This design comes from an exercise in tuning for small area, a short achievable clock period and few clock cycles on the open sky130 flow, not from production work. The RTL was checked by simulation tests, not by an equivalence proof against the original design. Power figures rest on the tool's default switching activity, not on a simulated workload.

## config.mk

```make
export PLATFORM = sky130hd
export DESIGN_NAME = encrpytion
export DESIGN_NICKNAME = encrpytion
export VERILOG_FILES = /design/flow/design.v
export SDC_FILE = /design/flow/constraint.sdc
export NUM_CORES = 4
export LEC_CHECK = 0
export ABC_AREA = 1
export CAP_MARGIN = 20
export CORE_MARGIN = 2
export CORE_UTILIZATION = 55
export PLACE_DENSITY = 0.7
export SETUP_SLACK_MARGIN = 5
export SLEW_MARGIN = 20
```

## constraint.sdc

```tcl
create_clock -name core_clock -period 10.0 [get_ports {clk}]
set_input_delay 2.0000 -clock core_clock [delete_from_list [all_inputs] [get_ports {clk}]]
set_output_delay 2.0000 -clock core_clock [all_outputs]
set_load 0.01 [all_outputs]
```

## design.v

```verilog
module encrpytion        
    # (parameter k = 32)(
    input clk,               
    input rst,               
    input en,                
    input [k-1:0]a,          
    input [2*k-1:0]n,        
    input [k:0]e,            
    output [k-1:0]cipher,    
    output reg ready_flag    
    );
reg  [k-1:0] R;          
reg  [k-1:0] P;          
reg  [k-1:0] Ni;         
reg          bq;         
reg  [4:0]   cnt;        
reg  [4:0]   idx;        
reg          ebit;       
reg          sq;         
reg          run;        
assign cipher = R;
reg  [4:0] idx0;
integer i;
always @(*) begin
    idx0 = 5'd0;
    for (i = 1; i <= k; i = i + 1)
        if (e[i]) idx0 = i - 1;
end
wire [k+2:0] x  = {2'b00, P, 1'b0};
wire [k+2:0] y  = {3'b000, bq ? R : {k{1'b0}}};
wire [k+2:0] z1 = {3'b111, Ni};           
wire [k+2:0] z2 = {2'b11, Ni, 1'b1};      
wire [k+2:0] s1 = x ^ y ^ z1;
wire [k+2:0] c1 = (x & y) | (x & z1) | (y & z1);
wire [k+2:0] s2 = x ^ y ^ z2;
wire [k+2:0] c2 = (x & y) | (x & z2) | (y & z2);
wire [34:0] ad0_p0 = x ^ y;
wire [34:0] ad0_g0 = x & y;
wire [34:0] ad0_G0 = {ad0_g0[34:1], ad0_g0[0] | (ad0_p0[0] & 1'b0)};
wire [34:0] ad0_P0 = ad0_p0;
wire ad0_g1_1 = ad0_G0[1] | (ad0_P0[1] & ad0_G0[0]);
wire ad0_p1_1 = ad0_P0[1] & ad0_P0[0];
wire ad0_g1_3 = ad0_G0[3] | (ad0_P0[3] & ad0_G0[2]);
wire ad0_p1_3 = ad0_P0[3] & ad0_P0[2];
wire ad0_g1_5 = ad0_G0[5] | (ad0_P0[5] & ad0_G0[4]);
wire ad0_p1_5 = ad0_P0[5] & ad0_P0[4];
wire ad0_g1_7 = ad0_G0[7] | (ad0_P0[7] & ad0_G0[6]);
wire ad0_p1_7 = ad0_P0[7] & ad0_P0[6];
wire ad0_g1_9 = ad0_G0[9] | (ad0_P0[9] & ad0_G0[8]);
wire ad0_p1_9 = ad0_P0[9] & ad0_P0[8];
wire ad0_g1_11 = ad0_G0[11] | (ad0_P0[11] & ad0_G0[10]);
wire ad0_p1_11 = ad0_P0[11] & ad0_P0[10];
wire ad0_g1_13 = ad0_G0[13] | (ad0_P0[13] & ad0_G0[12]);
wire ad0_p1_13 = ad0_P0[13] & ad0_P0[12];
wire ad0_g1_15 = ad0_G0[15] | (ad0_P0[15] & ad0_G0[14]);
wire ad0_p1_15 = ad0_P0[15] & ad0_P0[14];
wire ad0_g1_17 = ad0_G0[17] | (ad0_P0[17] & ad0_G0[16]);
wire ad0_p1_17 = ad0_P0[17] & ad0_P0[16];
wire ad0_g1_19 = ad0_G0[19] | (ad0_P0[19] & ad0_G0[18]);
wire ad0_p1_19 = ad0_P0[19] & ad0_P0[18];
wire ad0_g1_21 = ad0_G0[21] | (ad0_P0[21] & ad0_G0[20]);
wire ad0_p1_21 = ad0_P0[21] & ad0_P0[20];
wire ad0_g1_23 = ad0_G0[23] | (ad0_P0[23] & ad0_G0[22]);
wire ad0_p1_23 = ad0_P0[23] & ad0_P0[22];
wire ad0_g1_25 = ad0_G0[25] | (ad0_P0[25] & ad0_G0[24]);
wire ad0_p1_25 = ad0_P0[25] & ad0_P0[24];
wire ad0_g1_27 = ad0_G0[27] | (ad0_P0[27] & ad0_G0[26]);
wire ad0_p1_27 = ad0_P0[27] & ad0_P0[26];
wire ad0_g1_29 = ad0_G0[29] | (ad0_P0[29] & ad0_G0[28]);
wire ad0_p1_29 = ad0_P0[29] & ad0_P0[28];
wire ad0_g1_31 = ad0_G0[31] | (ad0_P0[31] & ad0_G0[30]);
wire ad0_p1_31 = ad0_P0[31] & ad0_P0[30];
wire ad0_g1_33 = ad0_G0[33] | (ad0_P0[33] & ad0_G0[32]);
wire ad0_p1_33 = ad0_P0[33] & ad0_P0[32];
wire ad0_g2_2 = ad0_G0[2] | (ad0_P0[2] & ad0_g1_1);
wire ad0_p2_2 = ad0_P0[2] & ad0_p1_1;
wire ad0_g2_3 = ad0_g1_3 | (ad0_p1_3 & ad0_g1_1);
wire ad0_p2_3 = ad0_p1_3 & ad0_p1_1;
wire ad0_g2_6 = ad0_G0[6] | (ad0_P0[6] & ad0_g1_5);
wire ad0_p2_6 = ad0_P0[6] & ad0_p1_5;
wire ad0_g2_7 = ad0_g1_7 | (ad0_p1_7 & ad0_g1_5);
wire ad0_p2_7 = ad0_p1_7 & ad0_p1_5;
wire ad0_g2_10 = ad0_G0[10] | (ad0_P0[10] & ad0_g1_9);
wire ad0_p2_10 = ad0_P0[10] & ad0_p1_9;
wire ad0_g2_11 = ad0_g1_11 | (ad0_p1_11 & ad0_g1_9);
wire ad0_p2_11 = ad0_p1_11 & ad0_p1_9;
wire ad0_g2_14 = ad0_G0[14] | (ad0_P0[14] & ad0_g1_13);
wire ad0_p2_14 = ad0_P0[14] & ad0_p1_13;
wire ad0_g2_15 = ad0_g1_15 | (ad0_p1_15 & ad0_g1_13);
wire ad0_p2_15 = ad0_p1_15 & ad0_p1_13;
wire ad0_g2_18 = ad0_G0[18] | (ad0_P0[18] & ad0_g1_17);
wire ad0_p2_18 = ad0_P0[18] & ad0_p1_17;
wire ad0_g2_19 = ad0_g1_19 | (ad0_p1_19 & ad0_g1_17);
wire ad0_p2_19 = ad0_p1_19 & ad0_p1_17;
wire ad0_g2_22 = ad0_G0[22] | (ad0_P0[22] & ad0_g1_21);
wire ad0_p2_22 = ad0_P0[22] & ad0_p1_21;
wire ad0_g2_23 = ad0_g1_23 | (ad0_p1_23 & ad0_g1_21);
wire ad0_p2_23 = ad0_p1_23 & ad0_p1_21;
wire ad0_g2_26 = ad0_G0[26] | (ad0_P0[26] & ad0_g1_25);
wire ad0_p2_26 = ad0_P0[26] & ad0_p1_25;
wire ad0_g2_27 = ad0_g1_27 | (ad0_p1_27 & ad0_g1_25);
wire ad0_p2_27 = ad0_p1_27 & ad0_p1_25;
wire ad0_g2_30 = ad0_G0[30] | (ad0_P0[30] & ad0_g1_29);
wire ad0_p2_30 = ad0_P0[30] & ad0_p1_29;
wire ad0_g2_31 = ad0_g1_31 | (ad0_p1_31 & ad0_g1_29);
wire ad0_p2_31 = ad0_p1_31 & ad0_p1_29;
wire ad0_g2_34 = ad0_G0[34] | (ad0_P0[34] & ad0_g1_33);
wire ad0_p2_34 = ad0_P0[34] & ad0_p1_33;
wire ad0_g3_4 = ad0_G0[4] | (ad0_P0[4] & ad0_g2_3);
wire ad0_p3_4 = ad0_P0[4] & ad0_p2_3;
wire ad0_g3_5 = ad0_g1_5 | (ad0_p1_5 & ad0_g2_3);
wire ad0_p3_5 = ad0_p1_5 & ad0_p2_3;
wire ad0_g3_6 = ad0_g2_6 | (ad0_p2_6 & ad0_g2_3);
wire ad0_p3_6 = ad0_p2_6 & ad0_p2_3;
wire ad0_g3_7 = ad0_g2_7 | (ad0_p2_7 & ad0_g2_3);
wire ad0_p3_7 = ad0_p2_7 & ad0_p2_3;
wire ad0_g3_12 = ad0_G0[12] | (ad0_P0[12] & ad0_g2_11);
wire ad0_p3_12 = ad0_P0[12] & ad0_p2_11;
wire ad0_g3_13 = ad0_g1_13 | (ad0_p1_13 & ad0_g2_11);
wire ad0_p3_13 = ad0_p1_13 & ad0_p2_11;
wire ad0_g3_14 = ad0_g2_14 | (ad0_p2_14 & ad0_g2_11);
wire ad0_p3_14 = ad0_p2_14 & ad0_p2_11;
wire ad0_g3_15 = ad0_g2_15 | (ad0_p2_15 & ad0_g2_11);
wire ad0_p3_15 = ad0_p2_15 & ad0_p2_11;
wire ad0_g3_20 = ad0_G0[20] | (ad0_P0[20] & ad0_g2_19);
wire ad0_p3_20 = ad0_P0[20] & ad0_p2_19;
wire ad0_g3_21 = ad0_g1_21 | (ad0_p1_21 & ad0_g2_19);
wire ad0_p3_21 = ad0_p1_21 & ad0_p2_19;
wire ad0_g3_22 = ad0_g2_22 | (ad0_p2_22 & ad0_g2_19);
wire ad0_p3_22 = ad0_p2_22 & ad0_p2_19;
wire ad0_g3_23 = ad0_g2_23 | (ad0_p2_23 & ad0_g2_19);
wire ad0_p3_23 = ad0_p2_23 & ad0_p2_19;
wire ad0_g3_28 = ad0_G0[28] | (ad0_P0[28] & ad0_g2_27);
wire ad0_p3_28 = ad0_P0[28] & ad0_p2_27;
wire ad0_g3_29 = ad0_g1_29 | (ad0_p1_29 & ad0_g2_27);
wire ad0_p3_29 = ad0_p1_29 & ad0_p2_27;
wire ad0_g3_30 = ad0_g2_30 | (ad0_p2_30 & ad0_g2_27);
wire ad0_p3_30 = ad0_p2_30 & ad0_p2_27;
wire ad0_g3_31 = ad0_g2_31 | (ad0_p2_31 & ad0_g2_27);
wire ad0_p3_31 = ad0_p2_31 & ad0_p2_27;
wire ad0_g4_8 = ad0_G0[8] | (ad0_P0[8] & ad0_g3_7);
wire ad0_p4_8 = ad0_P0[8] & ad0_p3_7;
wire ad0_g4_9 = ad0_g1_9 | (ad0_p1_9 & ad0_g3_7);
wire ad0_p4_9 = ad0_p1_9 & ad0_p3_7;
wire ad0_g4_10 = ad0_g2_10 | (ad0_p2_10 & ad0_g3_7);
wire ad0_p4_10 = ad0_p2_10 & ad0_p3_7;
wire ad0_g4_11 = ad0_g2_11 | (ad0_p2_11 & ad0_g3_7);
wire ad0_p4_11 = ad0_p2_11 & ad0_p3_7;
wire ad0_g4_12 = ad0_g3_12 | (ad0_p3_12 & ad0_g3_7);
wire ad0_p4_12 = ad0_p3_12 & ad0_p3_7;
wire ad0_g4_13 = ad0_g3_13 | (ad0_p3_13 & ad0_g3_7);
wire ad0_p4_13 = ad0_p3_13 & ad0_p3_7;
wire ad0_g4_14 = ad0_g3_14 | (ad0_p3_14 & ad0_g3_7);
wire ad0_p4_14 = ad0_p3_14 & ad0_p3_7;
wire ad0_g4_15 = ad0_g3_15 | (ad0_p3_15 & ad0_g3_7);
wire ad0_p4_15 = ad0_p3_15 & ad0_p3_7;
wire ad0_g4_24 = ad0_G0[24] | (ad0_P0[24] & ad0_g3_23);
wire ad0_p4_24 = ad0_P0[24] & ad0_p3_23;
wire ad0_g4_25 = ad0_g1_25 | (ad0_p1_25 & ad0_g3_23);
wire ad0_p4_25 = ad0_p1_25 & ad0_p3_23;
wire ad0_g4_26 = ad0_g2_26 | (ad0_p2_26 & ad0_g3_23);
wire ad0_p4_26 = ad0_p2_26 & ad0_p3_23;
wire ad0_g4_27 = ad0_g2_27 | (ad0_p2_27 & ad0_g3_23);
wire ad0_p4_27 = ad0_p2_27 & ad0_p3_23;
wire ad0_g4_28 = ad0_g3_28 | (ad0_p3_28 & ad0_g3_23);
wire ad0_p4_28 = ad0_p3_28 & ad0_p3_23;
wire ad0_g4_29 = ad0_g3_29 | (ad0_p3_29 & ad0_g3_23);
wire ad0_p4_29 = ad0_p3_29 & ad0_p3_23;
wire ad0_g4_30 = ad0_g3_30 | (ad0_p3_30 & ad0_g3_23);
wire ad0_p4_30 = ad0_p3_30 & ad0_p3_23;
wire ad0_g4_31 = ad0_g3_31 | (ad0_p3_31 & ad0_g3_23);
wire ad0_p4_31 = ad0_p3_31 & ad0_p3_23;
wire ad0_g5_16 = ad0_G0[16] | (ad0_P0[16] & ad0_g4_15);
wire ad0_p5_16 = ad0_P0[16] & ad0_p4_15;
wire ad0_g5_17 = ad0_g1_17 | (ad0_p1_17 & ad0_g4_15);
wire ad0_p5_17 = ad0_p1_17 & ad0_p4_15;
wire ad0_g5_18 = ad0_g2_18 | (ad0_p2_18 & ad0_g4_15);
wire ad0_p5_18 = ad0_p2_18 & ad0_p4_15;
wire ad0_g5_19 = ad0_g2_19 | (ad0_p2_19 & ad0_g4_15);
wire ad0_p5_19 = ad0_p2_19 & ad0_p4_15;
wire ad0_g5_20 = ad0_g3_20 | (ad0_p3_20 & ad0_g4_15);
wire ad0_p5_20 = ad0_p3_20 & ad0_p4_15;
wire ad0_g5_21 = ad0_g3_21 | (ad0_p3_21 & ad0_g4_15);
wire ad0_p5_21 = ad0_p3_21 & ad0_p4_15;
wire ad0_g5_22 = ad0_g3_22 | (ad0_p3_22 & ad0_g4_15);
wire ad0_p5_22 = ad0_p3_22 & ad0_p4_15;
wire ad0_g5_23 = ad0_g3_23 | (ad0_p3_23 & ad0_g4_15);
wire ad0_p5_23 = ad0_p3_23 & ad0_p4_15;
wire ad0_g5_24 = ad0_g4_24 | (ad0_p4_24 & ad0_g4_15);
wire ad0_p5_24 = ad0_p4_24 & ad0_p4_15;
wire ad0_g5_25 = ad0_g4_25 | (ad0_p4_25 & ad0_g4_15);
wire ad0_p5_25 = ad0_p4_25 & ad0_p4_15;
wire ad0_g5_26 = ad0_g4_26 | (ad0_p4_26 & ad0_g4_15);
wire ad0_p5_26 = ad0_p4_26 & ad0_p4_15;
wire ad0_g5_27 = ad0_g4_27 | (ad0_p4_27 & ad0_g4_15);
wire ad0_p5_27 = ad0_p4_27 & ad0_p4_15;
wire ad0_g5_28 = ad0_g4_28 | (ad0_p4_28 & ad0_g4_15);
wire ad0_p5_28 = ad0_p4_28 & ad0_p4_15;
wire ad0_g5_29 = ad0_g4_29 | (ad0_p4_29 & ad0_g4_15);
wire ad0_p5_29 = ad0_p4_29 & ad0_p4_15;
wire ad0_g5_30 = ad0_g4_30 | (ad0_p4_30 & ad0_g4_15);
wire ad0_p5_30 = ad0_p4_30 & ad0_p4_15;
wire ad0_g5_31 = ad0_g4_31 | (ad0_p4_31 & ad0_g4_15);
wire ad0_p5_31 = ad0_p4_31 & ad0_p4_15;
wire ad0_g6_32 = ad0_G0[32] | (ad0_P0[32] & ad0_g5_31);
wire ad0_p6_32 = ad0_P0[32] & ad0_p5_31;
wire ad0_g6_33 = ad0_g1_33 | (ad0_p1_33 & ad0_g5_31);
wire ad0_p6_33 = ad0_p1_33 & ad0_p5_31;
wire ad0_g6_34 = ad0_g2_34 | (ad0_p2_34 & ad0_g5_31);
wire ad0_p6_34 = ad0_p2_34 & ad0_p5_31;
wire [34:0] t0 = ad0_p0 ^ {ad0_g6_33, ad0_g6_32, ad0_g5_31, ad0_g5_30, ad0_g5_29, ad0_g5_28, ad0_g5_27, ad0_g5_26, ad0_g5_25, ad0_g5_24, ad0_g5_23, ad0_g5_22, ad0_g5_21, ad0_g5_20, ad0_g5_19, ad0_g5_18, ad0_g5_17, ad0_g5_16, ad0_g4_15, ad0_g4_14, ad0_g4_13, ad0_g4_12, ad0_g4_11, ad0_g4_10, ad0_g4_9, ad0_g4_8, ad0_g3_7, ad0_g3_6, ad0_g3_5, ad0_g3_4, ad0_g2_3, ad0_g2_2, ad0_g1_1, ad0_G0[0], 1'b0};
wire [34:0] ad1_p0 = s1 ^ {c1[k+1:0], 1'b0};
wire [34:0] ad1_g0 = s1 & {c1[k+1:0], 1'b0};
wire [34:0] ad1_G0 = {ad1_g0[34:1], ad1_g0[0] | (ad1_p0[0] & 1'b1)};
wire [34:0] ad1_P0 = ad1_p0;
wire ad1_g1_1 = ad1_G0[1] | (ad1_P0[1] & ad1_G0[0]);
wire ad1_p1_1 = ad1_P0[1] & ad1_P0[0];
wire ad1_g1_3 = ad1_G0[3] | (ad1_P0[3] & ad1_G0[2]);
wire ad1_p1_3 = ad1_P0[3] & ad1_P0[2];
wire ad1_g1_5 = ad1_G0[5] | (ad1_P0[5] & ad1_G0[4]);
wire ad1_p1_5 = ad1_P0[5] & ad1_P0[4];
wire ad1_g1_7 = ad1_G0[7] | (ad1_P0[7] & ad1_G0[6]);
wire ad1_p1_7 = ad1_P0[7] & ad1_P0[6];
wire ad1_g1_9 = ad1_G0[9] | (ad1_P0[9] & ad1_G0[8]);
wire ad1_p1_9 = ad1_P0[9] & ad1_P0[8];
wire ad1_g1_11 = ad1_G0[11] | (ad1_P0[11] & ad1_G0[10]);
wire ad1_p1_11 = ad1_P0[11] & ad1_P0[10];
wire ad1_g1_13 = ad1_G0[13] | (ad1_P0[13] & ad1_G0[12]);
wire ad1_p1_13 = ad1_P0[13] & ad1_P0[12];
wire ad1_g1_15 = ad1_G0[15] | (ad1_P0[15] & ad1_G0[14]);
wire ad1_p1_15 = ad1_P0[15] & ad1_P0[14];
wire ad1_g1_17 = ad1_G0[17] | (ad1_P0[17] & ad1_G0[16]);
wire ad1_p1_17 = ad1_P0[17] & ad1_P0[16];
wire ad1_g1_19 = ad1_G0[19] | (ad1_P0[19] & ad1_G0[18]);
wire ad1_p1_19 = ad1_P0[19] & ad1_P0[18];
wire ad1_g1_21 = ad1_G0[21] | (ad1_P0[21] & ad1_G0[20]);
wire ad1_p1_21 = ad1_P0[21] & ad1_P0[20];
wire ad1_g1_23 = ad1_G0[23] | (ad1_P0[23] & ad1_G0[22]);
wire ad1_p1_23 = ad1_P0[23] & ad1_P0[22];
wire ad1_g1_25 = ad1_G0[25] | (ad1_P0[25] & ad1_G0[24]);
wire ad1_p1_25 = ad1_P0[25] & ad1_P0[24];
wire ad1_g1_27 = ad1_G0[27] | (ad1_P0[27] & ad1_G0[26]);
wire ad1_p1_27 = ad1_P0[27] & ad1_P0[26];
wire ad1_g1_29 = ad1_G0[29] | (ad1_P0[29] & ad1_G0[28]);
wire ad1_p1_29 = ad1_P0[29] & ad1_P0[28];
wire ad1_g1_31 = ad1_G0[31] | (ad1_P0[31] & ad1_G0[30]);
wire ad1_p1_31 = ad1_P0[31] & ad1_P0[30];
wire ad1_g1_33 = ad1_G0[33] | (ad1_P0[33] & ad1_G0[32]);
wire ad1_p1_33 = ad1_P0[33] & ad1_P0[32];
wire ad1_g2_2 = ad1_G0[2] | (ad1_P0[2] & ad1_g1_1);
wire ad1_p2_2 = ad1_P0[2] & ad1_p1_1;
wire ad1_g2_3 = ad1_g1_3 | (ad1_p1_3 & ad1_g1_1);
wire ad1_p2_3 = ad1_p1_3 & ad1_p1_1;
wire ad1_g2_6 = ad1_G0[6] | (ad1_P0[6] & ad1_g1_5);
wire ad1_p2_6 = ad1_P0[6] & ad1_p1_5;
wire ad1_g2_7 = ad1_g1_7 | (ad1_p1_7 & ad1_g1_5);
wire ad1_p2_7 = ad1_p1_7 & ad1_p1_5;
wire ad1_g2_10 = ad1_G0[10] | (ad1_P0[10] & ad1_g1_9);
wire ad1_p2_10 = ad1_P0[10] & ad1_p1_9;
wire ad1_g2_11 = ad1_g1_11 | (ad1_p1_11 & ad1_g1_9);
wire ad1_p2_11 = ad1_p1_11 & ad1_p1_9;
wire ad1_g2_14 = ad1_G0[14] | (ad1_P0[14] & ad1_g1_13);
wire ad1_p2_14 = ad1_P0[14] & ad1_p1_13;
wire ad1_g2_15 = ad1_g1_15 | (ad1_p1_15 & ad1_g1_13);
wire ad1_p2_15 = ad1_p1_15 & ad1_p1_13;
wire ad1_g2_18 = ad1_G0[18] | (ad1_P0[18] & ad1_g1_17);
wire ad1_p2_18 = ad1_P0[18] & ad1_p1_17;
wire ad1_g2_19 = ad1_g1_19 | (ad1_p1_19 & ad1_g1_17);
wire ad1_p2_19 = ad1_p1_19 & ad1_p1_17;
wire ad1_g2_22 = ad1_G0[22] | (ad1_P0[22] & ad1_g1_21);
wire ad1_p2_22 = ad1_P0[22] & ad1_p1_21;
wire ad1_g2_23 = ad1_g1_23 | (ad1_p1_23 & ad1_g1_21);
wire ad1_p2_23 = ad1_p1_23 & ad1_p1_21;
wire ad1_g2_26 = ad1_G0[26] | (ad1_P0[26] & ad1_g1_25);
wire ad1_p2_26 = ad1_P0[26] & ad1_p1_25;
wire ad1_g2_27 = ad1_g1_27 | (ad1_p1_27 & ad1_g1_25);
wire ad1_p2_27 = ad1_p1_27 & ad1_p1_25;
wire ad1_g2_30 = ad1_G0[30] | (ad1_P0[30] & ad1_g1_29);
wire ad1_p2_30 = ad1_P0[30] & ad1_p1_29;
wire ad1_g2_31 = ad1_g1_31 | (ad1_p1_31 & ad1_g1_29);
wire ad1_p2_31 = ad1_p1_31 & ad1_p1_29;
wire ad1_g2_34 = ad1_G0[34] | (ad1_P0[34] & ad1_g1_33);
wire ad1_p2_34 = ad1_P0[34] & ad1_p1_33;
wire ad1_g3_4 = ad1_G0[4] | (ad1_P0[4] & ad1_g2_3);
wire ad1_p3_4 = ad1_P0[4] & ad1_p2_3;
wire ad1_g3_5 = ad1_g1_5 | (ad1_p1_5 & ad1_g2_3);
wire ad1_p3_5 = ad1_p1_5 & ad1_p2_3;
wire ad1_g3_6 = ad1_g2_6 | (ad1_p2_6 & ad1_g2_3);
wire ad1_p3_6 = ad1_p2_6 & ad1_p2_3;
wire ad1_g3_7 = ad1_g2_7 | (ad1_p2_7 & ad1_g2_3);
wire ad1_p3_7 = ad1_p2_7 & ad1_p2_3;
wire ad1_g3_12 = ad1_G0[12] | (ad1_P0[12] & ad1_g2_11);
wire ad1_p3_12 = ad1_P0[12] & ad1_p2_11;
wire ad1_g3_13 = ad1_g1_13 | (ad1_p1_13 & ad1_g2_11);
wire ad1_p3_13 = ad1_p1_13 & ad1_p2_11;
wire ad1_g3_14 = ad1_g2_14 | (ad1_p2_14 & ad1_g2_11);
wire ad1_p3_14 = ad1_p2_14 & ad1_p2_11;
wire ad1_g3_15 = ad1_g2_15 | (ad1_p2_15 & ad1_g2_11);
wire ad1_p3_15 = ad1_p2_15 & ad1_p2_11;
wire ad1_g3_20 = ad1_G0[20] | (ad1_P0[20] & ad1_g2_19);
wire ad1_p3_20 = ad1_P0[20] & ad1_p2_19;
wire ad1_g3_21 = ad1_g1_21 | (ad1_p1_21 & ad1_g2_19);
wire ad1_p3_21 = ad1_p1_21 & ad1_p2_19;
wire ad1_g3_22 = ad1_g2_22 | (ad1_p2_22 & ad1_g2_19);
wire ad1_p3_22 = ad1_p2_22 & ad1_p2_19;
wire ad1_g3_23 = ad1_g2_23 | (ad1_p2_23 & ad1_g2_19);
wire ad1_p3_23 = ad1_p2_23 & ad1_p2_19;
wire ad1_g3_28 = ad1_G0[28] | (ad1_P0[28] & ad1_g2_27);
wire ad1_p3_28 = ad1_P0[28] & ad1_p2_27;
wire ad1_g3_29 = ad1_g1_29 | (ad1_p1_29 & ad1_g2_27);
wire ad1_p3_29 = ad1_p1_29 & ad1_p2_27;
wire ad1_g3_30 = ad1_g2_30 | (ad1_p2_30 & ad1_g2_27);
wire ad1_p3_30 = ad1_p2_30 & ad1_p2_27;
wire ad1_g3_31 = ad1_g2_31 | (ad1_p2_31 & ad1_g2_27);
wire ad1_p3_31 = ad1_p2_31 & ad1_p2_27;
wire ad1_g4_8 = ad1_G0[8] | (ad1_P0[8] & ad1_g3_7);
wire ad1_p4_8 = ad1_P0[8] & ad1_p3_7;
wire ad1_g4_9 = ad1_g1_9 | (ad1_p1_9 & ad1_g3_7);
wire ad1_p4_9 = ad1_p1_9 & ad1_p3_7;
wire ad1_g4_10 = ad1_g2_10 | (ad1_p2_10 & ad1_g3_7);
wire ad1_p4_10 = ad1_p2_10 & ad1_p3_7;
wire ad1_g4_11 = ad1_g2_11 | (ad1_p2_11 & ad1_g3_7);
wire ad1_p4_11 = ad1_p2_11 & ad1_p3_7;
wire ad1_g4_12 = ad1_g3_12 | (ad1_p3_12 & ad1_g3_7);
wire ad1_p4_12 = ad1_p3_12 & ad1_p3_7;
wire ad1_g4_13 = ad1_g3_13 | (ad1_p3_13 & ad1_g3_7);
wire ad1_p4_13 = ad1_p3_13 & ad1_p3_7;
wire ad1_g4_14 = ad1_g3_14 | (ad1_p3_14 & ad1_g3_7);
wire ad1_p4_14 = ad1_p3_14 & ad1_p3_7;
wire ad1_g4_15 = ad1_g3_15 | (ad1_p3_15 & ad1_g3_7);
wire ad1_p4_15 = ad1_p3_15 & ad1_p3_7;
wire ad1_g4_24 = ad1_G0[24] | (ad1_P0[24] & ad1_g3_23);
wire ad1_p4_24 = ad1_P0[24] & ad1_p3_23;
wire ad1_g4_25 = ad1_g1_25 | (ad1_p1_25 & ad1_g3_23);
wire ad1_p4_25 = ad1_p1_25 & ad1_p3_23;
wire ad1_g4_26 = ad1_g2_26 | (ad1_p2_26 & ad1_g3_23);
wire ad1_p4_26 = ad1_p2_26 & ad1_p3_23;
wire ad1_g4_27 = ad1_g2_27 | (ad1_p2_27 & ad1_g3_23);
wire ad1_p4_27 = ad1_p2_27 & ad1_p3_23;
wire ad1_g4_28 = ad1_g3_28 | (ad1_p3_28 & ad1_g3_23);
wire ad1_p4_28 = ad1_p3_28 & ad1_p3_23;
wire ad1_g4_29 = ad1_g3_29 | (ad1_p3_29 & ad1_g3_23);
wire ad1_p4_29 = ad1_p3_29 & ad1_p3_23;
wire ad1_g4_30 = ad1_g3_30 | (ad1_p3_30 & ad1_g3_23);
wire ad1_p4_30 = ad1_p3_30 & ad1_p3_23;
wire ad1_g4_31 = ad1_g3_31 | (ad1_p3_31 & ad1_g3_23);
wire ad1_p4_31 = ad1_p3_31 & ad1_p3_23;
wire ad1_g5_16 = ad1_G0[16] | (ad1_P0[16] & ad1_g4_15);
wire ad1_p5_16 = ad1_P0[16] & ad1_p4_15;
wire ad1_g5_17 = ad1_g1_17 | (ad1_p1_17 & ad1_g4_15);
wire ad1_p5_17 = ad1_p1_17 & ad1_p4_15;
wire ad1_g5_18 = ad1_g2_18 | (ad1_p2_18 & ad1_g4_15);
wire ad1_p5_18 = ad1_p2_18 & ad1_p4_15;
wire ad1_g5_19 = ad1_g2_19 | (ad1_p2_19 & ad1_g4_15);
wire ad1_p5_19 = ad1_p2_19 & ad1_p4_15;
wire ad1_g5_20 = ad1_g3_20 | (ad1_p3_20 & ad1_g4_15);
wire ad1_p5_20 = ad1_p3_20 & ad1_p4_15;
wire ad1_g5_21 = ad1_g3_21 | (ad1_p3_21 & ad1_g4_15);
wire ad1_p5_21 = ad1_p3_21 & ad1_p4_15;
wire ad1_g5_22 = ad1_g3_22 | (ad1_p3_22 & ad1_g4_15);
wire ad1_p5_22 = ad1_p3_22 & ad1_p4_15;
wire ad1_g5_23 = ad1_g3_23 | (ad1_p3_23 & ad1_g4_15);
wire ad1_p5_23 = ad1_p3_23 & ad1_p4_15;
wire ad1_g5_24 = ad1_g4_24 | (ad1_p4_24 & ad1_g4_15);
wire ad1_p5_24 = ad1_p4_24 & ad1_p4_15;
wire ad1_g5_25 = ad1_g4_25 | (ad1_p4_25 & ad1_g4_15);
wire ad1_p5_25 = ad1_p4_25 & ad1_p4_15;
wire ad1_g5_26 = ad1_g4_26 | (ad1_p4_26 & ad1_g4_15);
wire ad1_p5_26 = ad1_p4_26 & ad1_p4_15;
wire ad1_g5_27 = ad1_g4_27 | (ad1_p4_27 & ad1_g4_15);
wire ad1_p5_27 = ad1_p4_27 & ad1_p4_15;
wire ad1_g5_28 = ad1_g4_28 | (ad1_p4_28 & ad1_g4_15);
wire ad1_p5_28 = ad1_p4_28 & ad1_p4_15;
wire ad1_g5_29 = ad1_g4_29 | (ad1_p4_29 & ad1_g4_15);
wire ad1_p5_29 = ad1_p4_29 & ad1_p4_15;
wire ad1_g5_30 = ad1_g4_30 | (ad1_p4_30 & ad1_g4_15);
wire ad1_p5_30 = ad1_p4_30 & ad1_p4_15;
wire ad1_g5_31 = ad1_g4_31 | (ad1_p4_31 & ad1_g4_15);
wire ad1_p5_31 = ad1_p4_31 & ad1_p4_15;
wire ad1_g6_32 = ad1_G0[32] | (ad1_P0[32] & ad1_g5_31);
wire ad1_p6_32 = ad1_P0[32] & ad1_p5_31;
wire ad1_g6_33 = ad1_g1_33 | (ad1_p1_33 & ad1_g5_31);
wire ad1_p6_33 = ad1_p1_33 & ad1_p5_31;
wire ad1_g6_34 = ad1_g2_34 | (ad1_p2_34 & ad1_g5_31);
wire ad1_p6_34 = ad1_p2_34 & ad1_p5_31;
wire [34:0] t1 = ad1_p0 ^ {ad1_g6_33, ad1_g6_32, ad1_g5_31, ad1_g5_30, ad1_g5_29, ad1_g5_28, ad1_g5_27, ad1_g5_26, ad1_g5_25, ad1_g5_24, ad1_g5_23, ad1_g5_22, ad1_g5_21, ad1_g5_20, ad1_g5_19, ad1_g5_18, ad1_g5_17, ad1_g5_16, ad1_g4_15, ad1_g4_14, ad1_g4_13, ad1_g4_12, ad1_g4_11, ad1_g4_10, ad1_g4_9, ad1_g4_8, ad1_g3_7, ad1_g3_6, ad1_g3_5, ad1_g3_4, ad1_g2_3, ad1_g2_2, ad1_g1_1, ad1_G0[0], 1'b1};
wire [34:0] ad2_p0 = s2 ^ {c2[k+1:0], 1'b0};
wire [34:0] ad2_g0 = s2 & {c2[k+1:0], 1'b0};
wire [34:0] ad2_G0 = {ad2_g0[34:1], ad2_g0[0] | (ad2_p0[0] & 1'b1)};
wire [34:0] ad2_P0 = ad2_p0;
wire ad2_g1_1 = ad2_G0[1] | (ad2_P0[1] & ad2_G0[0]);
wire ad2_p1_1 = ad2_P0[1] & ad2_P0[0];
wire ad2_g1_3 = ad2_G0[3] | (ad2_P0[3] & ad2_G0[2]);
wire ad2_p1_3 = ad2_P0[3] & ad2_P0[2];
wire ad2_g1_5 = ad2_G0[5] | (ad2_P0[5] & ad2_G0[4]);
wire ad2_p1_5 = ad2_P0[5] & ad2_P0[4];
wire ad2_g1_7 = ad2_G0[7] | (ad2_P0[7] & ad2_G0[6]);
wire ad2_p1_7 = ad2_P0[7] & ad2_P0[6];
wire ad2_g1_9 = ad2_G0[9] | (ad2_P0[9] & ad2_G0[8]);
wire ad2_p1_9 = ad2_P0[9] & ad2_P0[8];
wire ad2_g1_11 = ad2_G0[11] | (ad2_P0[11] & ad2_G0[10]);
wire ad2_p1_11 = ad2_P0[11] & ad2_P0[10];
wire ad2_g1_13 = ad2_G0[13] | (ad2_P0[13] & ad2_G0[12]);
wire ad2_p1_13 = ad2_P0[13] & ad2_P0[12];
wire ad2_g1_15 = ad2_G0[15] | (ad2_P0[15] & ad2_G0[14]);
wire ad2_p1_15 = ad2_P0[15] & ad2_P0[14];
wire ad2_g1_17 = ad2_G0[17] | (ad2_P0[17] & ad2_G0[16]);
wire ad2_p1_17 = ad2_P0[17] & ad2_P0[16];
wire ad2_g1_19 = ad2_G0[19] | (ad2_P0[19] & ad2_G0[18]);
wire ad2_p1_19 = ad2_P0[19] & ad2_P0[18];
wire ad2_g1_21 = ad2_G0[21] | (ad2_P0[21] & ad2_G0[20]);
wire ad2_p1_21 = ad2_P0[21] & ad2_P0[20];
wire ad2_g1_23 = ad2_G0[23] | (ad2_P0[23] & ad2_G0[22]);
wire ad2_p1_23 = ad2_P0[23] & ad2_P0[22];
wire ad2_g1_25 = ad2_G0[25] | (ad2_P0[25] & ad2_G0[24]);
wire ad2_p1_25 = ad2_P0[25] & ad2_P0[24];
wire ad2_g1_27 = ad2_G0[27] | (ad2_P0[27] & ad2_G0[26]);
wire ad2_p1_27 = ad2_P0[27] & ad2_P0[26];
wire ad2_g1_29 = ad2_G0[29] | (ad2_P0[29] & ad2_G0[28]);
wire ad2_p1_29 = ad2_P0[29] & ad2_P0[28];
wire ad2_g1_31 = ad2_G0[31] | (ad2_P0[31] & ad2_G0[30]);
wire ad2_p1_31 = ad2_P0[31] & ad2_P0[30];
wire ad2_g1_33 = ad2_G0[33] | (ad2_P0[33] & ad2_G0[32]);
wire ad2_p1_33 = ad2_P0[33] & ad2_P0[32];
wire ad2_g2_2 = ad2_G0[2] | (ad2_P0[2] & ad2_g1_1);
wire ad2_p2_2 = ad2_P0[2] & ad2_p1_1;
wire ad2_g2_3 = ad2_g1_3 | (ad2_p1_3 & ad2_g1_1);
wire ad2_p2_3 = ad2_p1_3 & ad2_p1_1;
wire ad2_g2_6 = ad2_G0[6] | (ad2_P0[6] & ad2_g1_5);
wire ad2_p2_6 = ad2_P0[6] & ad2_p1_5;
wire ad2_g2_7 = ad2_g1_7 | (ad2_p1_7 & ad2_g1_5);
wire ad2_p2_7 = ad2_p1_7 & ad2_p1_5;
wire ad2_g2_10 = ad2_G0[10] | (ad2_P0[10] & ad2_g1_9);
wire ad2_p2_10 = ad2_P0[10] & ad2_p1_9;
wire ad2_g2_11 = ad2_g1_11 | (ad2_p1_11 & ad2_g1_9);
wire ad2_p2_11 = ad2_p1_11 & ad2_p1_9;
wire ad2_g2_14 = ad2_G0[14] | (ad2_P0[14] & ad2_g1_13);
wire ad2_p2_14 = ad2_P0[14] & ad2_p1_13;
wire ad2_g2_15 = ad2_g1_15 | (ad2_p1_15 & ad2_g1_13);
wire ad2_p2_15 = ad2_p1_15 & ad2_p1_13;
wire ad2_g2_18 = ad2_G0[18] | (ad2_P0[18] & ad2_g1_17);
wire ad2_p2_18 = ad2_P0[18] & ad2_p1_17;
wire ad2_g2_19 = ad2_g1_19 | (ad2_p1_19 & ad2_g1_17);
wire ad2_p2_19 = ad2_p1_19 & ad2_p1_17;
wire ad2_g2_22 = ad2_G0[22] | (ad2_P0[22] & ad2_g1_21);
wire ad2_p2_22 = ad2_P0[22] & ad2_p1_21;
wire ad2_g2_23 = ad2_g1_23 | (ad2_p1_23 & ad2_g1_21);
wire ad2_p2_23 = ad2_p1_23 & ad2_p1_21;
wire ad2_g2_26 = ad2_G0[26] | (ad2_P0[26] & ad2_g1_25);
wire ad2_p2_26 = ad2_P0[26] & ad2_p1_25;
wire ad2_g2_27 = ad2_g1_27 | (ad2_p1_27 & ad2_g1_25);
wire ad2_p2_27 = ad2_p1_27 & ad2_p1_25;
wire ad2_g2_30 = ad2_G0[30] | (ad2_P0[30] & ad2_g1_29);
wire ad2_p2_30 = ad2_P0[30] & ad2_p1_29;
wire ad2_g2_31 = ad2_g1_31 | (ad2_p1_31 & ad2_g1_29);
wire ad2_p2_31 = ad2_p1_31 & ad2_p1_29;
wire ad2_g2_34 = ad2_G0[34] | (ad2_P0[34] & ad2_g1_33);
wire ad2_p2_34 = ad2_P0[34] & ad2_p1_33;
wire ad2_g3_4 = ad2_G0[4] | (ad2_P0[4] & ad2_g2_3);
wire ad2_p3_4 = ad2_P0[4] & ad2_p2_3;
wire ad2_g3_5 = ad2_g1_5 | (ad2_p1_5 & ad2_g2_3);
wire ad2_p3_5 = ad2_p1_5 & ad2_p2_3;
wire ad2_g3_6 = ad2_g2_6 | (ad2_p2_6 & ad2_g2_3);
wire ad2_p3_6 = ad2_p2_6 & ad2_p2_3;
wire ad2_g3_7 = ad2_g2_7 | (ad2_p2_7 & ad2_g2_3);
wire ad2_p3_7 = ad2_p2_7 & ad2_p2_3;
wire ad2_g3_12 = ad2_G0[12] | (ad2_P0[12] & ad2_g2_11);
wire ad2_p3_12 = ad2_P0[12] & ad2_p2_11;
wire ad2_g3_13 = ad2_g1_13 | (ad2_p1_13 & ad2_g2_11);
wire ad2_p3_13 = ad2_p1_13 & ad2_p2_11;
wire ad2_g3_14 = ad2_g2_14 | (ad2_p2_14 & ad2_g2_11);
wire ad2_p3_14 = ad2_p2_14 & ad2_p2_11;
wire ad2_g3_15 = ad2_g2_15 | (ad2_p2_15 & ad2_g2_11);
wire ad2_p3_15 = ad2_p2_15 & ad2_p2_11;
wire ad2_g3_20 = ad2_G0[20] | (ad2_P0[20] & ad2_g2_19);
wire ad2_p3_20 = ad2_P0[20] & ad2_p2_19;
wire ad2_g3_21 = ad2_g1_21 | (ad2_p1_21 & ad2_g2_19);
wire ad2_p3_21 = ad2_p1_21 & ad2_p2_19;
wire ad2_g3_22 = ad2_g2_22 | (ad2_p2_22 & ad2_g2_19);
wire ad2_p3_22 = ad2_p2_22 & ad2_p2_19;
wire ad2_g3_23 = ad2_g2_23 | (ad2_p2_23 & ad2_g2_19);
wire ad2_p3_23 = ad2_p2_23 & ad2_p2_19;
wire ad2_g3_28 = ad2_G0[28] | (ad2_P0[28] & ad2_g2_27);
wire ad2_p3_28 = ad2_P0[28] & ad2_p2_27;
wire ad2_g3_29 = ad2_g1_29 | (ad2_p1_29 & ad2_g2_27);
wire ad2_p3_29 = ad2_p1_29 & ad2_p2_27;
wire ad2_g3_30 = ad2_g2_30 | (ad2_p2_30 & ad2_g2_27);
wire ad2_p3_30 = ad2_p2_30 & ad2_p2_27;
wire ad2_g3_31 = ad2_g2_31 | (ad2_p2_31 & ad2_g2_27);
wire ad2_p3_31 = ad2_p2_31 & ad2_p2_27;
wire ad2_g4_8 = ad2_G0[8] | (ad2_P0[8] & ad2_g3_7);
wire ad2_p4_8 = ad2_P0[8] & ad2_p3_7;
wire ad2_g4_9 = ad2_g1_9 | (ad2_p1_9 & ad2_g3_7);
wire ad2_p4_9 = ad2_p1_9 & ad2_p3_7;
wire ad2_g4_10 = ad2_g2_10 | (ad2_p2_10 & ad2_g3_7);
wire ad2_p4_10 = ad2_p2_10 & ad2_p3_7;
wire ad2_g4_11 = ad2_g2_11 | (ad2_p2_11 & ad2_g3_7);
wire ad2_p4_11 = ad2_p2_11 & ad2_p3_7;
wire ad2_g4_12 = ad2_g3_12 | (ad2_p3_12 & ad2_g3_7);
wire ad2_p4_12 = ad2_p3_12 & ad2_p3_7;
wire ad2_g4_13 = ad2_g3_13 | (ad2_p3_13 & ad2_g3_7);
wire ad2_p4_13 = ad2_p3_13 & ad2_p3_7;
wire ad2_g4_14 = ad2_g3_14 | (ad2_p3_14 & ad2_g3_7);
wire ad2_p4_14 = ad2_p3_14 & ad2_p3_7;
wire ad2_g4_15 = ad2_g3_15 | (ad2_p3_15 & ad2_g3_7);
wire ad2_p4_15 = ad2_p3_15 & ad2_p3_7;
wire ad2_g4_24 = ad2_G0[24] | (ad2_P0[24] & ad2_g3_23);
wire ad2_p4_24 = ad2_P0[24] & ad2_p3_23;
wire ad2_g4_25 = ad2_g1_25 | (ad2_p1_25 & ad2_g3_23);
wire ad2_p4_25 = ad2_p1_25 & ad2_p3_23;
wire ad2_g4_26 = ad2_g2_26 | (ad2_p2_26 & ad2_g3_23);
wire ad2_p4_26 = ad2_p2_26 & ad2_p3_23;
wire ad2_g4_27 = ad2_g2_27 | (ad2_p2_27 & ad2_g3_23);
wire ad2_p4_27 = ad2_p2_27 & ad2_p3_23;
wire ad2_g4_28 = ad2_g3_28 | (ad2_p3_28 & ad2_g3_23);
wire ad2_p4_28 = ad2_p3_28 & ad2_p3_23;
wire ad2_g4_29 = ad2_g3_29 | (ad2_p3_29 & ad2_g3_23);
wire ad2_p4_29 = ad2_p3_29 & ad2_p3_23;
wire ad2_g4_30 = ad2_g3_30 | (ad2_p3_30 & ad2_g3_23);
wire ad2_p4_30 = ad2_p3_30 & ad2_p3_23;
wire ad2_g4_31 = ad2_g3_31 | (ad2_p3_31 & ad2_g3_23);
wire ad2_p4_31 = ad2_p3_31 & ad2_p3_23;
wire ad2_g5_16 = ad2_G0[16] | (ad2_P0[16] & ad2_g4_15);
wire ad2_p5_16 = ad2_P0[16] & ad2_p4_15;
wire ad2_g5_17 = ad2_g1_17 | (ad2_p1_17 & ad2_g4_15);
wire ad2_p5_17 = ad2_p1_17 & ad2_p4_15;
wire ad2_g5_18 = ad2_g2_18 | (ad2_p2_18 & ad2_g4_15);
wire ad2_p5_18 = ad2_p2_18 & ad2_p4_15;
wire ad2_g5_19 = ad2_g2_19 | (ad2_p2_19 & ad2_g4_15);
wire ad2_p5_19 = ad2_p2_19 & ad2_p4_15;
wire ad2_g5_20 = ad2_g3_20 | (ad2_p3_20 & ad2_g4_15);
wire ad2_p5_20 = ad2_p3_20 & ad2_p4_15;
wire ad2_g5_21 = ad2_g3_21 | (ad2_p3_21 & ad2_g4_15);
wire ad2_p5_21 = ad2_p3_21 & ad2_p4_15;
wire ad2_g5_22 = ad2_g3_22 | (ad2_p3_22 & ad2_g4_15);
wire ad2_p5_22 = ad2_p3_22 & ad2_p4_15;
wire ad2_g5_23 = ad2_g3_23 | (ad2_p3_23 & ad2_g4_15);
wire ad2_p5_23 = ad2_p3_23 & ad2_p4_15;
wire ad2_g5_24 = ad2_g4_24 | (ad2_p4_24 & ad2_g4_15);
wire ad2_p5_24 = ad2_p4_24 & ad2_p4_15;
wire ad2_g5_25 = ad2_g4_25 | (ad2_p4_25 & ad2_g4_15);
wire ad2_p5_25 = ad2_p4_25 & ad2_p4_15;
wire ad2_g5_26 = ad2_g4_26 | (ad2_p4_26 & ad2_g4_15);
wire ad2_p5_26 = ad2_p4_26 & ad2_p4_15;
wire ad2_g5_27 = ad2_g4_27 | (ad2_p4_27 & ad2_g4_15);
wire ad2_p5_27 = ad2_p4_27 & ad2_p4_15;
wire ad2_g5_28 = ad2_g4_28 | (ad2_p4_28 & ad2_g4_15);
wire ad2_p5_28 = ad2_p4_28 & ad2_p4_15;
wire ad2_g5_29 = ad2_g4_29 | (ad2_p4_29 & ad2_g4_15);
wire ad2_p5_29 = ad2_p4_29 & ad2_p4_15;
wire ad2_g5_30 = ad2_g4_30 | (ad2_p4_30 & ad2_g4_15);
wire ad2_p5_30 = ad2_p4_30 & ad2_p4_15;
wire ad2_g5_31 = ad2_g4_31 | (ad2_p4_31 & ad2_g4_15);
wire ad2_p5_31 = ad2_p4_31 & ad2_p4_15;
wire ad2_g6_32 = ad2_G0[32] | (ad2_P0[32] & ad2_g5_31);
wire ad2_p6_32 = ad2_P0[32] & ad2_p5_31;
wire ad2_g6_33 = ad2_g1_33 | (ad2_p1_33 & ad2_g5_31);
wire ad2_p6_33 = ad2_p1_33 & ad2_p5_31;
wire ad2_g6_34 = ad2_g2_34 | (ad2_p2_34 & ad2_g5_31);
wire ad2_p6_34 = ad2_p2_34 & ad2_p5_31;
wire [34:0] t2 = ad2_p0 ^ {ad2_g6_33, ad2_g6_32, ad2_g5_31, ad2_g5_30, ad2_g5_29, ad2_g5_28, ad2_g5_27, ad2_g5_26, ad2_g5_25, ad2_g5_24, ad2_g5_23, ad2_g5_22, ad2_g5_21, ad2_g5_20, ad2_g5_19, ad2_g5_18, ad2_g5_17, ad2_g5_16, ad2_g4_15, ad2_g4_14, ad2_g4_13, ad2_g4_12, ad2_g4_11, ad2_g4_10, ad2_g4_9, ad2_g4_8, ad2_g3_7, ad2_g3_6, ad2_g3_5, ad2_g3_4, ad2_g2_3, ad2_g2_2, ad2_g1_1, ad2_G0[0], 1'b1};
wire [k-1:0] res = !t2[k+2] ? t2[k-1:0] : !t1[k+2] ? t1[k-1:0] : t0[k-1:0];
wire last   = (cnt == 5'd31);
wire domul  = sq & ebit;
wire finish = last & ~domul & (idx == 5'd0);
wire idle   = ~run & ~ready_flag;
always @(posedge clk or posedge rst) begin
    if (rst) begin
        run <= 1'b0;
        ready_flag <= 1'b0;
    end else begin
        run <= en & (idle | (run & ~finish));
        ready_flag <= en & (ready_flag | (run & finish));
    end
end
always @(posedge clk)
    Ni <= ~n[k-1:0];
always @(posedge clk) begin
    ebit <= e[idx];
    P <= (idle | last) ? {k{1'b0}} : res;
    if (idle) begin
        R   <= a;
        bq  <= a[k-1];
        cnt <= 5'd30;
        idx <= idx0;
        sq  <= 1'b1;
    end else if (run) begin
        cnt <= cnt - 5'd1;
        if (last) begin
            R <= res;
            if (domul) begin
                sq <= 1'b0;
                bq <= a[k-1];
            end else begin
                sq  <= 1'b1;
                bq  <= res[k-1];
                idx <= idx - 5'd1;
            end
        end else begin
            bq <= sq ? R[cnt] : a[cnt];
        end
    end
end
endmodule
```

## flow/run.sh

```bash
#!/bin/bash
# Standard ORFS layout (the standard.sh, unchanged synthesis) with
# ORFS's power/area recovery step enabled after global-route timing repair.
set -euo pipefail
export RECOVER_POWER=100
bash standard.sh > standard.log 2>&1
```

## standard.sh

```bash
#!/bin/bash
# synth_recipe.tcl (not shown) runs the flow's synth.tcl, then flattens the netlist and writes it again
# the make line also repeats each setting of config.mk as NAME=value (left out here)
make -C /OpenROAD-flow-scripts/flow DESIGN_CONFIG=/design/flow/config.mk WORK_HOME=/design/flow/orfs CLKGATE_MAP_FILE= SYNTH_SCRIPT=/design/flow/synth_recipe.tcl "${@:-finish}"
```

==> flow_summary.yaml, run 1 <==
outcome:
  result_of_the_run: "complete, but fails checks"
  failed_layout_checks: "capacitance limit, slew limit"
cells_and_area:
  antenna_cells_inserted: 0
  final_layout_size_suffix_gt1_share_pct: 3.95
  area_taken_by_multi_input_logic_gates_um2: 6950
  nets: 1794
  util_after_layout_pct: 65.6
  filler_cell_count: 1683
  area_growth_pct: 16.2
  layout.area.seq_um2: 2610
place:
  detailed_place_hpwl_um: 22100
  buffer_ports.inserted: 132
  placer_congestion: 0.864
yosys:
  ys_async_sr_fraction_pct: 1.80
  area_leader_netlist: "sky130_fd_sc_hd__fa_1"
  synth_warnings: 1
  post_synth_main_area_contributors: "sky130_fd_sc_hd__fa_1 14%, sky130_fd_sc_hd__dfxtp_1 13%, sky130_fd_sc_hd__ha_1 11%"
  area_of_the_mapped_netlist_um2: 10600
  synth.top_cells.by_count: "246 x sky130_fd_sc_hd__nand2_1, 198 x sky130_fd_sc_hd__inv_1, 155 x sky130_fd_sc_hd__nor2_1, 98 x sky130_fd_sc_hd__o21ai_0, 97 x sky130_fd_sc_hd__ha_1"
  synth.ff_latch_count: 111
  postSynthAreaPerCell_um2: 7.72
  synth.yosys.seq_area_share_pct: 24.6
  synth_enable_flop_cells: 38
  postSynth.topFlopCell: "sky130_fd_sc_hd__dfxtp_1"
  mapped_nets: 1682
  synth_largest_type_area_fraction_pct: 14.3
  post_synth_inst_count: 1377
  synth.lib_cells_used.distinct: 55
  yosysMostFrequentCell: "sky130_fd_sc_hd__nand2_1"
setup_path:
  worst_path_largest_cell_delay_ns: 0.76
  setup.worst_path.start_class: "flip-flop"
  setup.worst_path.end_class: "flip-flop"
  critPathKind: "flip-flop to flip-flop"
  worst-endpoint-required_ns: 10.11
  crit_top_cell: "sky130_fd_sc_hd__nand2_1"
  slowest_stage: "sky130_fd_sc_hd__clkbuf_1"
  arrival_ns: 6.94
  crit_fanout: 31
clock_network:
  path_clk_slew_ns: 0.08
  total_cts_buffers: 9
  worstSkewPairLatency_ns: 0.37
  tritoncts_num_sinks: 111
  tritoncts_clock_tree: "built"
  cts_buffer_depth: 2
  cts_root_buffer: "sky130_fd_sc_hd__clkbuf_16"
  cts_max_level: 3
floorplan:
  row_count: 50
  initial_utilization_pct: 56.4
  die_width_um: 143
  die_y_um: 143
  ios: 165
  placeableCoreArea_um2: 18800
  floorplan_die_area_um2: 20400
sta:
  worst-slew-pin-transition_ns: 1.81
  setup_viol: 0
  period_needed_ns: 6.84
  fmax_mhz: 146
  rsz0062_at_grt: "no"
  final.hold.worst_slack_ns: 0.560
  final_hold_vios: 0
  final_min_period_over_clock_period_pct: 68.4
  timing.slew.headroom_pct: -20.6
  drv_slew: 23
  fin_worst_skew_ns: 0.00884
  fin_tns_setup_ns: 0
global_route:
  pin_count_of_the_biggest_net_entering_global_routing: 35
  overflow: 0
  initial_antenna_violation_count: 0
  grt_first_pass_wirelength_um: 47300
  via_count_of_the_first_global_routing_pass: 9380
  grt_use_total_pct: 29.8
routing:
  totalWireLength_um: 29400
  initialDrtViolationCount: 733
  vias: 9722
  post-route-drc-count: 0
  ant_nets: 0
  wire_per_inst_um: 16.8
  drt_first_pass_iters: 6
  via_cell_ratio: 5.54
run:
  max-cap-violations: 1
power_and_ir_drop:
  max_vdd_drop_mv: 0.157
  power.leakage_uw: 0.00600
  power-per-cell-area_nw_per_um2: 336
  post-layout-total-power_uw: 4140
worst_hold_path:
  min_path_type: "flip-flop to flip-flop"
layout by cell type (no fill, tap or decap), types with 4 or more instances in the layout:
cell	n
sky130_fd_sc_hd__a31oi_1	11
sky130_fd_sc_hd__dlygate4sd3_1	70
sky130_fd_sc_hd__xnor2_1	25
sky130_fd_sc_hd__clkbuf_16	9
sky130_fd_sc_hd__a211oi_1	4
sky130_fd_sc_hd__xor2_1	25
sky130_fd_sc_hd__o211ai_1	10
sky130_fd_sc_hd__o221ai_1	4
sky130_fd_sc_hd__o21ai_0	125
sky130_fd_sc_hd__nand2_2	7
sky130_fd_sc_hd__ha_1	97
sky130_fd_sc_hd__buf_4	5
sky130_fd_sc_hd__clkdlybuf4s50_1	62
sky130_fd_sc_hd__dfxtp_1	71
sky130_fd_sc_hd__a22oi_1	4
sky130_fd_sc_hd__nand4_1	6
sky130_fd_sc_hd__nor2_1	154
sky130_fd_sc_hd__nand2_1	249
sky130_fd_sc_hd__a21oi_1	86
sky130_fd_sc_hd__o21ai_1	5
sky130_fd_sc_hd__a221oi_1	4
sky130_fd_sc_hd__or2_2	13
sky130_fd_sc_hd__o22ai_1	10
sky130_fd_sc_hd__nand3_1	60
sky130_fd_sc_hd__o21a_1	4
sky130_fd_sc_hd__inv_1	199
sky130_fd_sc_hd__fa_1	76
sky130_fd_sc_hd__nor3_1	14
sky130_fd_sc_hd__edfxtp_1	38
critical path: cells and delay by family (launching register included):
kind / cells / cell delay, ns
flops: 1 / 0.37
compound gates: 6 / 1.76
simple gates: 13 / 2.11
fa+ha+maj: 2 / 0.78
buf+inv: 5 / 1.55
cell type report:
class	count	share of cell area, %
flip-flops and latches	111	21.2
repair buffers	140	11.1
inverters	204	6.32
multi-input cells	1023	56.3
well taps	260	2.64
clock inverters	7	0.638
clock buffers	9	1.82
through the flow:
step	std cells	cell area [um^2]	worst slack, ns
after floorplan	1377	10600	6.16
after global placement	1736	12100	4.52
after detailed placement	1736	12100	4.51
after CTS	1753	12400	5.11
after global routing	1754	12300	2.71
final	1754	12300	3.16
registers in the layout (all words and copies together) (netlist names):
register and count:
Ni 32, P 32, bq 1, sq 1
R 32, run 1, ready_flag 1, cnt 5
idx 5, ebit 1
worst paths after layout:
path | start | endpoint | slack [ns] | depth (start not counted)
setup / recovery | bq$_DFFE_PP_ | R[6]$_DFFE_PP_ | 3.16 | 26
hold / removal | idx[4]$_DFFE_PP_ | ebit$_DFF_P_ | 0.56 | 2
setup reg to reg | bq$_DFFE_PP_ | R[6]$_DFFE_PP_ | 3.16 | 26
hold reg to reg | idx[4]$_DFFE_PP_ | ebit$_DFF_P_ | 0.56 | 2
max in group asynchronous | rst | ready_flag$_DFF_PP0_ | 7.94 | 2
min in group asynchronous | rst | run$_DFF_PP0_ | 1.94 | 2
routing by layer:
| metal | track usage [%] | vias up | part of all wire [%] | wire length, um |
|---|---|---|---|---|
| met2 | 48.5 | 400 | 45 | 13400 |
| met3 | 4.09 | 57 | 8.2 | 2420 |
| li1 | - | 4722 | - | - |
| met5 | 0 | - | 0 | 0 |
| met4 | 8.91 | 0 | 2.5 | 728 |
| met1 | 41.3 | 4543 | 44 | 12900 |
report_power, final:
group          leakage, uW  internal (uW)  total [uW]  switching (uW)
clock network     0.000152            198         387             188
logic              0.00486           1190        2980            1790
registers         0.000992            633         775             142
total              0.00600           2020        4140            2120
kinds of logic after synthesis:
logic type,synth area share (%)
adder cells (fa/ha/maj),25.7
XOR/XNOR,4.12
buffers and inverters,9.29
AND/OR/NAND/NOR,20.3
flip-flops,24.6
AO/OA/AOI/OAI,16.0
repair_timing:
item / in CTS / in global routing
setup buffers: 1 / 0
gates cloned: 0 / 1
pin swaps: 0 / 0
gates resized for setup: 1 / 4
endpoints found under the setup margin: 61 / 49
hold endpoints to repair: 0 / 0
hold buffers: 0 / 0
Testbench counts, summed over its fixed seeds: cycles 6,240.
==> run 2, diff against run 1 <==
==> flow/run.sh (replaced) <==
#!/bin/bash
set -euo pipefail
export BUFFER_PORTS_ARGS="-buffer_cell sky130_fd_sc_hd__buf_1"
export SETUP_SLACK_MARGIN=6
bash standard.sh > standard.log 2>&1
--- a/config.mk
+++ b/config.mk
@@ -12,3 +12,2 @@
 export PLACE_DENSITY = 0.7
-export SETUP_SLACK_MARGIN = 5
 export SLEW_MARGIN = 20
==> flow_summary.yaml, run 2 <==
outcome:
  result_of_the_run: "finished clean"
floorplan:
  initial_utilization_pct: 56.4
  floorplan_die_area_um2: 20400
  die_width_um: 143
  placeableCoreArea_um2: 18800
  row_count: 50
  die_y_um: 143
  ios: 165
setup_path:
  worst_path_largest_cell_delay_ns: 0.57
  worstRegToRegCells: 26
  setup.worst_path.end_class: "flip-flop"
  ff2ff_setup_slack_ns: 5.92
  worst-endpoint-required_ns: 10.12
  timing.rr.end: "R[20]$_DFFE_PP_"
  crit_top_cell: "sky130_fd_sc_hd__nand2_2"
  arrival_ns: 4.20
  critPathKind: "flip-flop to flip-flop"
  setup.worst_path.start_class: "flip-flop"
  crit_fanout: 8
  worstReg2RegStart: "bq$_DFFE_PP_"
  slowest_stage: "sky130_fd_sc_hd__fa_2"
global_route:
  pin_count_of_the_biggest_net_entering_global_routing: 42
  overflow: 0
  via_count_of_the_first_global_routing_pass: 9661
  grt_use_total_pct: 30.9
  initial_antenna_violation_count: 0
  grt_first_pass_wirelength_um: 48700
yosys:
  synth_warnings: 1
  synth.ff_latch_count: 111
  area_leader_netlist: "sky130_fd_sc_hd__fa_1"
  main_combinational_cell_family_by_area_after_synthesis: "adder cells"
  synthesized_area_fraction_occupied_by_and_or_nand_nor_cells_pct: 20.3
  synth.lib_cells_used.distinct: 55
  synth_compound_gate_area_share_pct: 16.0
  area_of_the_mapped_netlist_um2: 10600
  yosys.area_share.adder_pct: 25.7
  synth.top_cells.by_count: "246 x sky130_fd_sc_hd__nand2_1, 198 x sky130_fd_sc_hd__inv_1, 155 x sky130_fd_sc_hd__nor2_1, 98 x sky130_fd_sc_hd__o21ai_0, 97 x sky130_fd_sc_hd__ha_1"
  synth.yosys.seq_area_share_pct: 24.6
  ys_async_sr_fraction_pct: 1.80
  post_synth_inst_count: 1377
  synth_largest_type_area_fraction_pct: 14.3
  mapped_nets: 1682
  yosys.area_share.xor_xnor_pct: 4.12
  yosysMostFrequentCell: "sky130_fd_sc_hd__nand2_1"
  post_synth_main_area_contributors: "sky130_fd_sc_hd__fa_1 14%, sky130_fd_sc_hd__dfxtp_1 13%, sky130_fd_sc_hd__ha_1 11%"
  postSynth.topFlopCell: "sky130_fd_sc_hd__dfxtp_1"
  yosys-mux-area-fraction_pct: 0
  synth_enable_flop_cells: 38
  postSynthAreaPerCell_um2: 7.72
sta:
  rsz0062_at_grt: "yes"
  final_min_period_over_clock_period_pct: 40.8
  drv_slew: 0
  fin_worst_skew_ns: 0.0134
  worst-slew-pin-transition_ns: 0.978
  fin_tns_setup_ns: 0
  fmax_mhz: 245
  setup_viol: 0
  period_needed_ns: 4.08
  final_hold_vios: 0
  timing.slew.headroom_pct: 34.7
routing:
  post-route-drc-count: 0
  vias: 10300
  via_cell_ratio: 5.61
  ant_nets: 0
  initialDrtViolationCount: 831
  totalWireLength_um: 33000
  drt_first_pass_iters: 5
  wire_per_inst_um: 17.9
place:
  placer_congestion: 0.891
  detailed_place_hpwl_um: 21500
  buffer_ports.inserted: 132
cells_and_area:
  final_layout_size_suffix_gt1_share_pct: 16.4
  util_after_layout_pct: 69.9
  layout_commonest_cell: "sky130_fd_sc_hd__nand2_1"
  largestRegisters: "Ni (32), P (32), R (32)"
  area_growth_pct: 23.9
  antenna_cells_inserted: 0
  layout.cells.most_common_list: "227 x sky130_fd_sc_hd__nand2_1, 190 x sky130_fd_sc_hd__inv_1, 146 x sky130_fd_sc_hd__nor2_1, 132 x sky130_fd_sc_hd__buf_1, 88 x sky130_fd_sc_hd__ha_1"
  nets: 1883
clock_network:
  path_clk_slew_ns: 0.08
  tritoncts_num_sinks: 111
  cts_buffer_depth: 2
  total_cts_buffers: 9
  cts_root_buffer: "sky130_fd_sc_hd__clkbuf_16"
  tritoncts_clock_tree: "built"
  worstSkewPairLatency_ns: 0.38
  cts_max_level: 3
power_and_ir_drop:
  power.share.sequential_pct: 14.5
  power.net_switching_uw: 2790
  power-per-cell-area_nw_per_um2: 415
  power.leakage_uw: 0.00628
  max_vdd_drop_mv: 0.186
  part_of_the_total_power_dissipated_in_the_clock_network_pct: 6.9
  comb_power_share_pct: 78.6
  internal-power_uw: 2680
  switching_share_of_power_pct: 51.0
worst_hold_path:
  hold-path-endpoint: "cnt[4]$_SDFFE_PP1P_"
  min_from: "cnt[4]$_SDFFE_PP1P_"
  min_path_type: "flip-flop to flip-flop"
  hold-path-cell-count: 1
run:
  max-cap-violations: 0
-- run 2: cell counts after synthesis --
Identical to the previous run, type by type.
-- run 2: area by class of cell --
class,count,area [um^2]
clock buffer,15,258
clock inverter,1,30.0
fill,1507,5670
inverter,204,807
multi-input combinational,1028,7700
sequential,111,2610
tap,260,325
timing repair buffer,218,1330
timing repair inverter,6,103
-- run 2: per-layer routing --
layer | global-route usage, % | up-vias | share of wire (%) | wire length (um)
met4 | 11.6 | 0 | 3.8 | 1240
met2 | 49.9 | 485 | 47 | 15400
met3 | 5.60 | 107 | 8.3 | 2740
met1 | 41.3 | 4832 | 41 | 13600
met5 | 0 | - | 0 | 0
li1 | - | 4914 | - | -
-- run 2: repair_timing --
item	CTS	global route
setup buffers	47	32
gates resized for setup	78	111
pin swaps	36	52
endpoints found under the hold margin	0	0
gates cloned	5	7
hold buffers	0	0
endpoints found under the setup margin	65	65
-- run 2: worst max-delay path by stage --
stage	to	startpoint	slack, ns
after floorplan	bq$_DFFE_PP_	bq$_DFFE_PP_	6.16
after global placement	bq$_DFFE_PP_	bq$_DFFE_PP_	4.80
after detailed placement	bq$_DFFE_PP_	bq$_DFFE_PP_	4.78
after CTS	R[0]$_DFFE_PP_	bq$_DFFE_PP_	5.95
after global routing	R[12]$_DFFE_PP_	bq$_DFFE_PP_	5.77
final	R[20]$_DFFE_PP_	bq$_DFFE_PP_	5.92
-- run 2: worst max-delay path: cells and delay by family (launching register included) --
kind / cells / cell delay [ns]
AO/OA/AOI/OAI: 6 / 0.84
adder cells (fa/ha/maj): 2 / 0.79
buffers and inverters: 6 / 0.77
flip-flops: 1 / 0.38
AND/OR/NAND/NOR: 12 / 1.02
-- run 2: through the flow --
step,power [uW],area (um^2),hold slack (ns),cells,setup slack [ns]
after floorplan,3060,10600,0.477,1377,6.16
after global placement,3610,11300,0.502,1736,4.80
after detailed placement,3680,11300,0.520,1736,4.78
after CTS,4630,12300,0.534,1804,5.95
after global routing,5870,13200,0.586,1843,5.77
final,5460,13200,0.542,1843,5.92
-- run 2: power by group through the flow --
stage                     Sequential, uW  Combinational [uW]  Clock [uW]
after floorplan                      779                2280           0
after global routing                 809                4670         394
after global placement               802                2810           0
final                                791                4290         376
after detailed placement             804                2880           0
after CTS                            790                3460         382
-- run 2: cells by family after synthesis --
| logic type | count (synthesis) |
|---|---|
| compound gates | 286 |
| xor+xnor | 50 |
| fa+ha+maj | 173 |
| buf+inv | 244 |
| flops | 111 |
| simple gates | 513 |

what the ideal ports hide:
Ports are ideal in the flow. The routed layouts listed here were re-timed in OpenROAD. Step 1 assumes that a clkbuf_16 drives the clock port and a buf_2 every other input. Step 2 moves the port delays by t, midway between the first and last clock arrival at a register: inputs arrive t later, outputs are due t later. That takes back most of the time a late clock gives input paths. Slacks: ideal / step 1 / step 2; pairs: ideal / step 1.
run	t, ns	setup slack, ns	cell pins on the clock port's net
run 1	0.410	3.165 / 3.165 / 3.165	1
run 2	0.412	5.918 / 5.918 / 5.918	1
